Background: an optimization exercise with open tools, aiming at small area, a short achievable clock period and few clock cycles per item. Do not read the settings as production practice.
Where RTL was checked, it was by simulation tests only, not by an equivalence proof against the original.

==> module part_2_TOP, before the edit <==
module part_2_TOP (input clk, rst, start, input [1:0] MOD, input [15:0] Xbus,
                   output Ready, output [17:0] RBUS);
    reg        busy;       
    reg        ph;         
    reg [1:0]  mr;         
    reg [2:0]  k;          
    reg [7:0]  Bone, Btwo, Bneg;   
    reg        Bb15;               
    reg [15:0] U;          
    reg [17:0] acc;        
    wire        nz = |Xbus;
    wire        gt = Xbus[15] & (|Xbus[14:0]);
    wire        c0 = nz & (~Xbus[0] | gt);
    wire [14:0] y  = Xbus[15:1];
    reg  [14:0] h;                     
    integer i;
    always @(*) begin
        for (i = 0; i < 15; i = i + 1)
            h[i] = y[i] ^ (c0 & ~|(y & ((15'd1 << i) - 15'd1)));
    end
    wire [15:0] t0 = {h, Xbus[0] ^ (nz & ~gt)};
    wire [15:0] pm;
    mul16hi mu (.a(U), .one(Bone), .two(Btwo), .neg(Bneg), .b15(Bb15), .y(pm));
    reg [2:0] last;
    always @(*) begin
        case (mr)
            2'd0: last = 3'd6;
            2'd1: last = 3'd6;
            2'd2: last = 3'd5;
            default: last = 3'd7;
        endcase
    end
    wire [2:0] kn = k + 3'd1;
    reg [15:0] cn;
    always @(*) begin
        case ({mr == 2'd3, kn})
            {1'b0, 3'd2}: cn = 16'h5555;
            {1'b0, 3'd3}: cn = 16'h4000;
            {1'b0, 3'd4}: cn = 16'h3333;
            {1'b0, 3'd5}: cn = 16'h2AAA;
            {1'b0, 3'd6}: cn = 16'h2492;
            {1'b0, 3'd7}: cn = 16'h2000;
            {1'b1, 3'd2}: cn = 16'hAAAA;
            {1'b1, 3'd3}: cn = 16'hC000;
            {1'b1, 3'd4}: cn = 16'hCCCC;
            {1'b1, 3'd5}: cn = 16'hD555;
            {1'b1, 3'd6}: cn = 16'hD999;
            {1'b1, 3'd7}: cn = 16'hE000;
            default:      cn = 16'h0000;
        endcase
    end
    reg inc, neg;
    always @(*) begin
        case (mr)
            2'd0: begin inc = (k != 3'd7); neg = 1'b0;  end    
            2'd1: begin inc = ~k[0];       neg = k[1];  end    
            2'd2: begin inc = k[0];        neg = ~k[1]; end    
            default: begin inc = 1'b1;     neg = k[0];  end    
        endcase
    end
    reg aen, aneg;    
    wire [17:0] addend = {18{aen}} & ({18{aneg}} ^ {2'b00, U});
    wire [18:0] sum1 = {acc, 1'b1} + {addend, aen & aneg};
    wire [17:0] sum = sum1[18:1];
    assign RBUS  = sum;
    wire [15:0] dn = (busy & ph) ? cn : Xbus;
    wire [16:0] db = {dn, 1'b0};
    reg [7:0] one_n, two_n, neg_n;
    integer j;
    always @(*) begin
        for (j = 0; j < 8; j = j + 1) begin
            one_n[j] = db[2*j] ^ db[2*j+1];
            two_n[j] = (db[2*j+2] & ~db[2*j+1] & ~db[2*j]) | (~db[2*j+2] & db[2*j+1] & db[2*j]);
            neg_n[j] = db[2*j+2];
        end
    end
    assign Ready = ~busy;
    always @(posedge clk or posedge rst) begin
        if (rst) begin
            busy <= 1'b0;
            ph   <= 1'b0;
            aen  <= 1'b0;
            aneg <= 1'b0;
            mr   <= 2'd0;
            k    <= 3'd0;
        end else begin
            aen  <= busy & ph & inc;
            aneg <= neg;
            if (!busy) begin
                if (start) begin
                    busy <= 1'b1;
                    ph   <= 1'b1;
                    mr   <= MOD;
                    k    <= 3'd1;
                end
            end else if (ph) begin
                ph <= 1'b0;
                if (k == last)
                    busy <= 1'b0;
            end else begin
                ph <= 1'b1;
                k  <= kn;
            end
        end
    end
    always @(posedge clk) begin
        U <= busy ? pm : {1'b0, t0[15:1]};
        Bone <= one_n;
        Btwo <= two_n;
        Bneg <= neg_n;
        Bb15 <= dn[15];
        if (!busy & start) begin
            case (MOD)
                2'd0: acc <= {2'b01, t0};
                2'd2: acc <= 18'h10000;
                default: acc <= {2'b00, t0};
            endcase
        end else
            acc <= sum;
    end
endmodule
make LEC_CHECK=0 CAP_MARGIN=20 CORE_MARGIN=2 CORE_UTILIZATION=40 PLACE_DENSITY=0.6 SLEW_MARGIN=20 finish   # period 10.0 ns
run.sh (not shown) runs the stock make flow with config.mk's settings and CLKGATE_MAP_FILE= SYNTH_SCRIPT=/design/flow/synth_recipe.tcl, a recipe that flattens the netlist after the stock synthesis.
==> next run, changes <==
--- a/flow/design.v
+++ b/flow/design.v
@@ -1,26 +1,17 @@
 module part_2_TOP (input clk, rst, start, input [1:0] MOD, input [15:0] Xbus,
                    output Ready, output [17:0] RBUS);
     reg        busy;       
     reg        ph;         
+    reg        pend;       
     reg [1:0]  mr;         
     reg [2:0]  k;          
     reg [7:0]  Bone, Btwo, Bneg;   
     reg        Bb15;               
     reg [15:0] U;          
     reg [17:0] acc;        
-    wire        nz = |Xbus;
-    wire        gt = Xbus[15] & (|Xbus[14:0]);
-    wire        c0 = nz & (~Xbus[0] | gt);
-    wire [14:0] y  = Xbus[15:1];
-    reg  [14:0] h;                     
-    integer i;
-    always @(*) begin
-        for (i = 0; i < 15; i = i + 1)
-            h[i] = y[i] ^ (c0 & ~|(y & ((15'd1 << i) - 15'd1)));
-    end
-    wire [15:0] t0 = {h, Xbus[0] ^ (nz & ~gt)};
+    wire [15:0] t0 = Xbus - {15'd0, Xbus > 16'h8000} - {15'd0, Xbus != 16'd0};
     wire [15:0] pm;
     mul16hi mu (.a(U), .one(Bone), .two(Btwo), .neg(Bneg), .b15(Bb15), .y(pm));
     reg [2:0] last;
     always @(*) begin
         case (mr)
@@ -56,14 +47,12 @@
             2'd1: begin inc = ~k[0];       neg = k[1];  end    
             2'd2: begin inc = k[0];        neg = ~k[1]; end    
             default: begin inc = 1'b1;     neg = k[0];  end    
         endcase
     end
-    reg aen, aneg;    
-    wire [17:0] addend = {18{aen}} & ({18{aneg}} ^ {2'b00, U});
-    wire [18:0] sum1 = {acc, 1'b1} + {addend, aen & aneg};
-    wire [17:0] sum = sum1[18:1];
+    wire [17:0] addend = (pend & inc) ? (neg ? -{2'b00, U} : {2'b00, U}) : 18'd0;
+    wire [17:0] sum = acc + addend;
     assign RBUS  = sum;
     wire [15:0] dn = (busy & ph) ? cn : Xbus;
     wire [16:0] db = {dn, 1'b0};
     reg [7:0] one_n, two_n, neg_n;
     integer j;
@@ -77,17 +66,15 @@
     assign Ready = ~busy;
     always @(posedge clk or posedge rst) begin
         if (rst) begin
             busy <= 1'b0;
             ph   <= 1'b0;
-            aen  <= 1'b0;
-            aneg <= 1'b0;
+            pend <= 1'b0;
             mr   <= 2'd0;
             k    <= 3'd0;
         end else begin
-            aen  <= busy & ph & inc;
-            aneg <= neg;
+            pend <= busy & ph;
             if (!busy) begin
                 if (start) begin
                     busy <= 1'b1;
                     ph   <= 1'b1;
                     mr   <= MOD;
Outcome: The new run went through all stages and came out clean; final area drops by a few percent; maximum frequency drops by a few percent; worst setup slack degrades by 0.37 ns; clock skew stays flat; non-clock buffer count climbs by 3; final cell count drops by a few percent; worst hold slack improves by 0.017 ns; die area drops by a few percent; wire length drops by roughly a tenth; sequential share of layout area hardly moves; area after synthesis drops by a few percent; count of clock-buffer cells in the layout drops by 5; utilization climbs by 0.59 points.
No run of this note included a check of the RTL's function; only the layout flow was run.

part_2_TOP, a different RTL version from the one above (not shown whole).
Size: ~1,000 cells after synthesis, ~67 flip-flops, ~40 I/O pins, roughly 0.0087 mm^2 of cells after synthesis.
==> module part_2_TOP, before the edit <==
module part_2_TOP (input clk, rst, start, input [1:0] MOD, input [15:0] Xbus,
                   output Ready, output [17:0] RBUS);
    reg        busy;       
    reg        ph;         
    reg        dl;         
    reg        pend;       
    reg [1:0]  mr;         
    reg [2:0]  k;          
    reg [7:0]  D;          
    reg [15:0] U;          
    reg [15:0] P;          
    reg [17:0] acc;        
    wire [15:0] t0 = Xbus - {15'd0, Xbus > 16'h8000} - {15'd0, Xbus != 16'd0};
    wire [23:0] s  = {8'd0, P} + U * D;
    wire [15:0] pn = s[23:8];
    reg [2:0] last;
    always @(*) begin
        case (mr)
            2'd0: last = 3'd6;
            2'd1: last = 3'd6;
            2'd2: last = 3'd5;
            default: last = 3'd7;
        endcase
    end
    wire [2:0] kn = k + 3'd1;
    reg [15:0] cn;
    always @(*) begin
        case ({mr == 2'd3, kn})
            {1'b0, 3'd2}: cn = 16'h5555;
            {1'b0, 3'd3}: cn = 16'h4000;
            {1'b0, 3'd4}: cn = 16'h3333;
            {1'b0, 3'd5}: cn = 16'h2AAA;
            {1'b0, 3'd6}: cn = 16'h2492;
            {1'b0, 3'd7}: cn = 16'h2000;
            {1'b1, 3'd2}: cn = 16'hAAAA;
            {1'b1, 3'd3}: cn = 16'hC000;
            {1'b1, 3'd4}: cn = 16'hCCCC;
            {1'b1, 3'd5}: cn = 16'hD555;
            {1'b1, 3'd6}: cn = 16'hD999;
            {1'b1, 3'd7}: cn = 16'hE000;
            default:      cn = 16'h0000;
        endcase
    end
    wire cshort = (cn[7:0] == 8'd0);    
    reg inc, neg;
    always @(*) begin
        case (mr)
            2'd0: begin inc = (k != 3'd7); neg = 1'b0;  end    
            2'd1: begin inc = ~k[0];       neg = k[1];  end    
            2'd2: begin inc = k[0];        neg = ~k[1]; end    
            default: begin inc = 1'b1;     neg = k[0];  end    
        endcase
    end
    wire [17:0] addend = (pend & inc) ? (neg ? -{2'b00, U} : {2'b00, U}) : 18'd0;
    wire [17:0] sum = acc + addend;
    assign RBUS  = sum;
    assign Ready = ~busy;
    always @(posedge clk or posedge rst) begin
        if (rst) begin
            busy <= 1'b0;
            ph   <= 1'b0;
            dl   <= 1'b0;
            pend <= 1'b0;
            mr   <= 2'd0;
            k    <= 3'd0;
        end else begin
            pend <= busy & ph & dl;
            if (!busy) begin
                if (start) begin
                    busy <= 1'b1;
                    ph   <= 1'b1;
                    dl   <= 1'b0;
                    mr   <= MOD;
                    k    <= 3'd1;
                end
            end else if (!dl) begin
                dl <= 1'b1;
            end else if (ph) begin
                ph <= 1'b0;
                dl <= cshort;
                if (k == last)
                    busy <= 1'b0;
            end else begin
                ph <= 1'b1;
                dl <= 1'b0;
                k  <= kn;
            end
        end
    end
    always @(posedge clk) begin
        if (!busy) begin
            U <= {1'b0, t0[15:1]};
            P <= 16'd0;
            D <= Xbus[7:0];
        end else begin
            U <= dl ? pn : U;
            P <= dl ? 16'd0 : pn;
            if (!dl)
                D <= ph ? Xbus[15:8] : cn[15:8];
            else if (ph)
                D <= cshort ? cn[15:8] : cn[7:0];
            else
                D <= Xbus[7:0];
        end
        if (!busy & start) begin
            case (MOD)
                2'd0: acc <= {2'b01, t0};
                2'd2: acc <= 18'h10000;
                default: acc <= {2'b00, t0};
            endcase
        end else
            acc <= sum;
    end
endmodule
Settings: LEC_CHECK=0, CAP_MARGIN=20, CORE_MARGIN=2, CORE_UTILIZATION=40, PLACE_DENSITY=0.6, SLEW_MARGIN=20; clock period 10.0 ns.
Change:
--- a/flow/design.v
+++ b/flow/design.v
@@ -2,17 +2,15 @@
                    output Ready, output [17:0] RBUS);
     reg        busy;       
     reg        ph;         
-    reg        dl;         
     reg        pend;       
     reg [1:0]  mr;         
     reg [2:0]  k;          
-    reg [7:0]  D;          
+    reg [15:0] D;          
     reg [15:0] U;          
-    reg [15:0] P;          
     reg [17:0] acc;        
     wire [15:0] t0 = Xbus - {15'd0, Xbus > 16'h8000} - {15'd0, Xbus != 16'd0};
-    wire [23:0] s  = {8'd0, P} + U * D;
-    wire [15:0] pn = s[23:8];
+    wire [15:0] pm;
+    mul16hi mu (.a(U), .b(D), .y(pm));
     reg [2:0] last;
     always @(*) begin
         case (mr)
@@ -41,7 +39,6 @@
             default:      cn = 16'h0000;
         endcase
     end
-    wire cshort = (cn[7:0] == 8'd0);    
     reg inc, neg;
     always @(*) begin
         case (mr)
@@ -59,49 +56,31 @@
         if (rst) begin
             busy <= 1'b0;
             ph   <= 1'b0;
-            dl   <= 1'b0;
             pend <= 1'b0;
             mr   <= 2'd0;
             k    <= 3'd0;
         end else begin
-            pend <= busy & ph & dl;
+            pend <= busy & ph;
             if (!busy) begin
                 if (start) begin
                     busy <= 1'b1;
                     ph   <= 1'b1;
-                    dl   <= 1'b0;
                     mr   <= MOD;
                     k    <= 3'd1;
                 end
-            end else if (!dl) begin
-                dl <= 1'b1;
             end else if (ph) begin
                 ph <= 1'b0;
-                dl <= cshort;
                 if (k == last)
                     busy <= 1'b0;
             end else begin
                 ph <= 1'b1;
-                dl <= 1'b0;
                 k  <= kn;
             end
         end
     end
     always @(posedge clk) begin
-        if (!busy) begin
-            U <= {1'b0, t0[15:1]};
-            P <= 16'd0;
-            D <= Xbus[7:0];
-        end else begin
-            U <= dl ? pn : U;
-            P <= dl ? 16'd0 : pn;
-            if (!dl)
-                D <= ph ? Xbus[15:8] : cn[15:8];
-            else if (ph)
-                D <= cshort ? cn[15:8] : cn[7:0];
-            else
-                D <= Xbus[7:0];
-        end
+        U <= busy ? pm : {1'b0, t0[15:1]};
+        D <= (busy & ph) ? cn : Xbus;
         if (!busy & start) begin
             case (MOD)
                 2'd0: acc <= {2'b01, t0};
@@ -112,3 +91,26 @@
             acc <= sum;
     end
 endmodule
+module mul16hi (input [15:0] a, input [15:0] b, output [15:0] y);
+    wire [17:0] bb = {1'b0, b, 1'b0};
+    wire [31:0] rows [0:8];
+    genvar j;
+    generate
+        for (j = 0; j < 8; j = j + 1) begin : g
+            wire [2:0] r = bb[2*j+2:2*j];
+            wire one = r[0] ^ r[1];
+            wire two = (r == 3'b011) | (r == 3'b100);
+            wire neg = r[2];
+            wire [16:0] m = ({17{one}} & {1'b0, a}) | ({17{two}} & {a, 1'b0});
+            wire [16:0] p = m ^ {17{neg}};
+            wire [31:0] pr = {14'd0, ~neg, p} << (2*j);
+            if (j == 0) assign rows[0] = pr;
+            else        assign rows[j] = pr | ({31'd0, g[j-1].neg} << (2*j-2));
+        end
+    endgenerate
+    assign rows[8] = {b[15] ? a : 16'd0, 1'b0, g[7].neg, 14'd0};
+    localparam [31:0] K = 32'h5556_0000;
+    wire [31:0] s = rows[0] + rows[1] + rows[2] + rows[3] + rows[4] + rows[5]
+                  + rows[6] + rows[7] + rows[8] + K;
+    assign y = s[31:16];
+endmodule
After rerunning: The new run produced a clean layout; routed wire length came out higher by about 24%; design area climbs by 17%; hold slack loses 0.028 ns; die area increases by about 18%; sequential share of layout area fell by 5.3 points; register-to-register slack loses 2.9 ns; global-route usage rises by 0.19 points.
Function was not checked in any run of this note: the RTL went through the layout flow alone.

## job 101
RTL: one of the versions met above, not the one the previous note started from.
Size: ~1300 cells after synthesis, roughly 67 flip-flops, ~40 I/O pins, ~0.011 mm² of cells after synthesis.
Settings: LEC_CHECK=0, CAP_MARGIN=20, CORE_MARGIN=2, CORE_UTILIZATION=40, PLACE_DENSITY=0.6, SETUP_SLACK_MARGIN=4, SLEW_MARGIN=20; clock period 10.0 ns.
Job 101 went all the way through synthesis, placement and routing and the layout is clean on timing, DRC and antenna.
The inputs of job 102 differ from those of job 101 as listed below.
--- a/flow/design.v
+++ b/flow/design.v
@@ -8,6 +8,8 @@
     reg        Bb15;               
     reg [15:0] U;          
     reg [17:0] acc;        
+    reg        sh;         
+    reg [1:0]  lo2;
     wire        nz = |Xbus;
     wire        gt = Xbus[15] & (|Xbus[14:0]);
     wire        c0 = nz & (~Xbus[0] | gt);
@@ -59,11 +61,13 @@
         endcase
     end
     reg aen, aneg;    
-    wire [17:0] addend = {18{aen}} & ({18{aneg}} ^ {2'b00, U});
+    wire [15:0] ua = sh ? {U[13:0], lo2} : U;
+    wire [17:0] addend = {18{aen}} & ({18{aneg}} ^ {2'b00, ua});
     wire [18:0] sum1 = {acc, 1'b1} + {addend, aen & aneg};
     wire [17:0] sum = sum1[18:1];
     assign RBUS  = sum;
-    wire [15:0] dn = (busy & ph) ? cn : Xbus;
+    wire skip = busy & ph & (k == 3'd2) & (mr != 2'd3);
+    wire [15:0] dn = (busy & ph & ~skip) ? cn : Xbus;
     wire [16:0] db = {dn, 1'b0};
     reg [7:0] one_n, two_n, neg_n;
     integer j;
@@ -93,6 +97,8 @@
                     mr   <= MOD;
                     k    <= 3'd1;
                 end
+            end else if (skip) begin
+                k <= 3'd3;
             end else if (ph) begin
                 ph <= 1'b0;
                 if (k == last)
@@ -104,7 +110,9 @@
         end
     end
     always @(posedge clk) begin
-        U <= busy ? pm : {1'b0, t0[15:1]};
+        U <= !busy ? {1'b0, t0[15:1]} : skip ? {2'b00, pm[15:2]} : pm;
+        sh <= skip;
+        lo2 <= pm[1:0];
         Bone <= one_n;
         Btwo <= two_n;
         Bneg <= neg_n;
==> comparison <==
Diff job 101 -> job 102: met3 wirelength from detailed routing has decreased, area growth from synthesis to final layout has remained practically unchanged, share of synthesized area occupied by flip-flops and latches has increased. Against job 101, job 102 comes in about 3% higher on combined area of all synthesized cells. Going from job 101 to job 102, total length of routed wires flat; global placement routability congestion picked up an extra about 0.46%; initial core utilization closely matched the old numbers; horizontal die dimension rose about 1.5%. Looking at startpoint of the most critical setup path, the aneg result is from job 101; the U[3] one comes from job 102.
Testbench counts of job 102, summed over its fixed seeds: cycles 14,484, items 1,280.
No functional check of the RTL was part of job 101.

[port drivers added, routing unchanged]
How much do the figures lean on ideal ports? The routed layouts below were timed once more, with nothing changed but the port constraints. Step 1, drivers: a clkbuf_16 drives clk and a buf_2 each remaining input, both assumed. Step 2 also shifts input and output timing later by t, the mid clock arrival at the registers, as if the neighbouring blocks saw the same clock. Three values: ideal, step 1, step 2; two values: the first two.
run	t (ns)	slack for setup (ns)	worst hold slack (ns)
the first run of note 1	0.383	3.634 / 3.595 / 3.977	0.512 / 0.512 / 0.512
the second run of note 1	0.367	3.260 / 3.227 / 3.594	0.529 / 0.529 / 0.529
the first run of note 2	0.369	3.412 / 3.376 / 3.540	0.592 / 0.592 / 0.592
the second run of note 2	0.362	1.554 / 1.554 / 1.554	0.565 / 0.565 / 0.565
job 101	0.384	4.221 / 4.181 / 4.372	0.511 / 0.511 / 0.511
job 102	0.378	4.171 / 4.129 / 4.250	0.554 / 0.554 / 0.554
After both steps every run listed still meets setup and hold.
